Source: an optimization exercise on an open RTL-to-GDS flow (aim: small area). Production flows keep margins and buffers that such runs may drop.
RTL that was checked went through simulation tests only; none was proved equivalent to the original.
No activity file was given, so power comes from the tool's default toggle rates.

==> 01-13 <==
Design mc6809i, start of the top module:
module mc6809i
#(
    parameter ILLEGAL_INSTRUCTIONS="GHOST"
)
(
    input   [7:0]  D,
    output  [7:0]  DOut,
    output  [15:0] ADDR,
    output  RnW,
    input   clk,
    output  BS,
    output  BA,
    input   nIRQ,
    input   nFIRQ,
    input   nNMI,
    output  AVMA,
    output  BUSY,
    output  LIC,
    input   nHALT,
    input   nRESET,
    input   nDMABREQ
);
reg     [7:0]   a;
reg     [7:0]   b;
reg     [15:0]  x;
reg     [15:0]  y;
reg     [15:0]  u;
reg     [15:0]  s;
reg     [15:0]  pc;
reg     [7:0]   dp;
reg     [7:0]   cc;
reg     [15:0]  ea;
reg     [7:0]   Inst1;
reg     [7:0]   Inst2;       
reg             InstPage2;
reg             InstPage3;
reg     [5:0]   st;          
reg     [2:0]   ity;         
reg             fhi;         
reg     rnRESET;
reg     NMILatched;
reg     NMISample2;
reg     NMIMask;
reg     IRQSample2;
reg     IRQLatched;
reg     FIRQSample2;
reg     FIRQLatched;
reg     HALTSample2;
reg     HALTLatched;
reg     DMABREQSample2;
reg     DMABREQLatched;
localparam CC_E=  8'H80;
localparam CC_F=  8'H40;
localparam CC_H=  8'H20;
localparam CC_I=  8'H10;
localparam CC_N=  8'H08;
localparam CC_Z=  8'H04;
localparam CC_V=  8'H02;
localparam CC_C=  8'H01;
localparam CC_E_BIT=  3'd7;
localparam CC_F_BIT=  3'd6;
localparam CC_H_BIT=  3'd5;
localparam CC_I_BIT=  3'd4;
localparam CC_N_BIT=  3'd3;
localparam CC_Z_BIT=  3'd2;
localparam CC_V_BIT=  3'd1;
localparam CC_C_BIT=  3'd0;
  ...
clock: 24.0 ns
lec_check: 0
abc_area: 1
cap_margin: 20
core_margin: 2
core_utilization: 40
cts_buf_list: sky130_fd_sc_hd__clkbuf_8
gpl_timing_driven: 0
place_density: 0.55
slew_margin: 20
standard.sh (not shown) runs the stock make flow with config.mk's settings and CLKGATE_MAP_FILE= SYNTH_SCRIPT=/design/flow/synth_recipe.tcl, a recipe that flattens the netlist after the stock synthesis.
==> flow/flow/run.sh <==
#!/bin/bash
set -euo pipefail
W=$(pwd)
cat > "$W/my_synth.tcl" <<EOT
proc abc {args} {
  set i [lsearch \$args -script]
  if {\$i >= 0} { lset args [expr {\$i+1}] $W/flow/abc_area2.script }
  yosys abc {*}\$args
}
source $W/synth_recipe.tcl
EOT
sed "s|SYNTH_SCRIPT=[^ ]*|SYNTH_SCRIPT=$W/my_synth.tcl|" standard.sh > my_standard.sh
grep -q "SYNTH_SCRIPT=$W/my_synth.tcl" my_standard.sh
bash my_standard.sh > flow_make.log 2>&1
==> flow/flow/abc_area2.script <==
strash
ifraig
dc2
drw
drf
dc2
dch -f
amap
strash
dc2
drw
dch -f
amap
strash
dc2
dch -f
amap
topo
==> inputs of 12-12, as changes to 01-13 <==
--- a/flow/design.v
+++ b/flow/design.v
@@ -806,15 +806,29 @@
 wire    [2:0] ALU16Reg     =  ALU16RegFromInst(InstPage2, InstPage3, Inst1);
 wire    ALU16OpWriteback;
 wire    [2:0]  ALU16Opcode;
 assign  {ALU16OpWriteback, ALU16Opcode}    =  ALU16OpFromInst(InstPage2, InstPage3, Inst1);
 wire    IsALU16Opcode  =  (ALU16Opcode != 3'b111);
 wire    [4:0] ALU8Op = {Inst1[7], Inst1[3:0]};
 wire    ALU8Writeback = (ALU8Op != ALUOP_CMP) && (ALU8Op != ALUOP_TST) && (ALU8Op != ALUOP_BIT);
-wire    [2:0] AddrModeType = addressing_mode_type(Inst1);
+wire    [3:0] ih = Inst1[7:4];
+wire    [3:0] il = Inst1[3:0];
+wire    [2:0] AddrModeType =
+    (ih == 4'h0 || ih == 4'h9 || ih == 4'hD) ? TYPE_DIRECT :
+    (ih == 4'h6 || ih == 4'hA || ih == 4'hE) ? TYPE_INDEXED :
+    (ih == 4'h7 || ih == 4'hB || ih == 4'hF) ? TYPE_EXTENDED :
+    (ih == 4'h4 || ih == 4'h5) ? TYPE_INHERENT :
+    (ih == 4'h2) ? TYPE_RELATIVE :
+    (ih == 4'hC) ? TYPE_IMMEDIATE :
+    (ih == 4'h8) ? ((il == 4'h7 || il == 4'hF) ? TYPE_INVALID : (il == 4'hD) ? TYPE_RELATIVE : TYPE_IMMEDIATE) :
+    (ih == 4'h1) ? ((il == 4'h2 || il == 4'h3 || il == 4'h9 || il == 4'hD) ? TYPE_INHERENT :
+                    (il == 4'h6 || il == 4'h7) ? TYPE_RELATIVE :
+                    (il == 4'hA || il == 4'hC || il == 4'hE || il == 4'hF) ? TYPE_IMMEDIATE : TYPE_INVALID) :
+            ((il[3:2] == 2'b00) ? TYPE_INDEXED : (il[3:2] == 2'b01) ? TYPE_IMMEDIATE :
+                    (il == 4'h8 || il == 4'hE) ? TYPE_INVALID : TYPE_INHERENT);
 wire    Is8BitInst     =  IsALU8Set0(Inst1) | IsALU8Set1(Inst1);
 wire    IsTargetRegA   =  IsRegA(Inst1);
 wire    TakeBranch     =  take_branch(Inst1, cc);
 wire    InstIsJMP      =  IsJMP(Inst1);
 function [3:0] code16(input [2:0] r);    
 begin
     case (r)
@@ -1879,20 +1893,19 @@
             ALUOP_DEC: begin iy = 1'b1; end
             ALUOP_INC: begin cin = 1'b1; end
             ALUOP_SUB, ALUOP_CMP: begin iy = 1'b1; cin = 1'b1; end
             ALUOP_SBC: begin iy = 1'b1; cin = ~cc[CC_C_BIT]; end
             ALUOP_ADC: begin cin = cc[CC_C_BIT]; end
             default: begin end
         endcase
-        case (aop)
-            ALUOP_NEG, ALUOP_DEC, ALUOP_INC, ALUOP_SUB, ALUOP_CMP, ALUOP_SBC, ALUOP_ADC, ALUOP_ADD:
-                rsel = RS_ADD;
-            default:
-                rsel = RS_L;
-        endcase
+        if ((aop == ALUOP_NEG) | (aop == ALUOP_DEC) | (aop == ALUOP_INC) | (aop == ALUOP_SUB) |
+            (aop == ALUOP_CMP) | (aop == ALUOP_SBC) | (aop == ALUOP_ADC) | (aop == ALUOP_ADD))
+            rsel = RS_ADD;
+        else
+            rsel = RS_L;
     end
 end
 reg [15:0] RB;
 always @(*)
 begin
     case (rb)
         {1'b0, RC_D}:  RB = {a, b};
==> flow/flow/run.sh (replaced) <==
#!/bin/bash
# The standard layout (standard.sh), with two changes:
#  - synthesis maps the logic with a stronger area-oriented ABC script
#    (flow/abc_area2.script); everything else in synthesis (yosys synth with
#    -nofsm -noshare, flattening, renaming, registers) is the standard flow's own script;
#  - clock tree synthesis uses clkbuf_8 and no dummy loads;
#  - the port buffers are buf_1 cells.
set -euo pipefail
W=$(pwd)
cat > "$W/my_synth.tcl" <<EOT
proc abc {args} {
  set i [lsearch \$args -script]
  if {\$i >= 0} { lset args [expr {\$i+1}] $W/flow/abc_area2.script }
  yosys abc {*}\$args
}
source $W/synth_recipe.tcl
EOT
sed "s|SYNTH_SCRIPT=[^ ]*|SYNTH_SCRIPT=$W/my_synth.tcl|" standard.sh > my_standard.sh
grep -q "SYNTH_SCRIPT=$W/my_synth.tcl" my_standard.sh
export CTS_ARGS="-sink_clustering_enable -repair_clock_nets -buf_list sky130_fd_sc_hd__clkbuf_8 -dont_use_dummy_load"
export BUFFER_PORTS_ARGS="-buffer_cell sky130_fd_sc_hd__buf_1"
bash my_standard.sh > flow_make.log 2>&1
==> comparison table <==
quantity	01-13	12-12
Area of the die	0.0412 mm2	0.0406 mm2
Global Route met2 Usage	61.2%	63.3%
Storage element area	0.00493 mm2	0.00487 mm2
Average wire per cell in the routed design	33.4 um	35.0 um
Worst skew pair latency	590 ps	580 ps
Share of the final layout cell area in multi-input gates	55.5%	57.1%
Worst hold slack after final layout	350 ps	334 ps
Worst slew slack as a fraction of its limit	8.62%	13.2%
Highest ir drop seen on vdd	0.132 mV	0.162 mV
Net count after synthesis	2231	2208
Combinational power	2380 uW	2220 uW
Post-route worst setup slack	3470 ps	2160 ps
1st-iter DRT viols	3960	4170
Result of the run	finished clean	finished clean
Only the layout flow was run in 01-13; the RTL was not checked for function there.

port drivers added, routing unchanged:
How much do the figures lean on ideal ports? The routed layouts below were timed once more, with nothing changed but the port constraints.
Step 1, drivers: a clkbuf_16 drives clk and a buf_2 each remaining input, both assumed.
Step 2 times the ports against the registers' clock, not the clock port: input delays grow and output delays shrink by t, the midpoint of the rising clock arrivals with the driver on.
a / b / c = no drivers / after step 1 / after step 2; a / b = the first two.
run	t (ns)	setup WS [ns]	worst hold slack (ns)	worst slew at a driven data input, ns
01-13	0.634	3.466 / 3.466 / 3.372	0.350 / 0.350 / 0.350	0.03
12-12	0.623	2.164 / 2.164 / 2.077	0.334 / 0.334 / 0.334	0.04
After both steps setup and hold are still met in every run listed. The setup slack of 01-13, which loses most, moves by 0.000 ns with the drivers and by -0.094 ns with both steps.
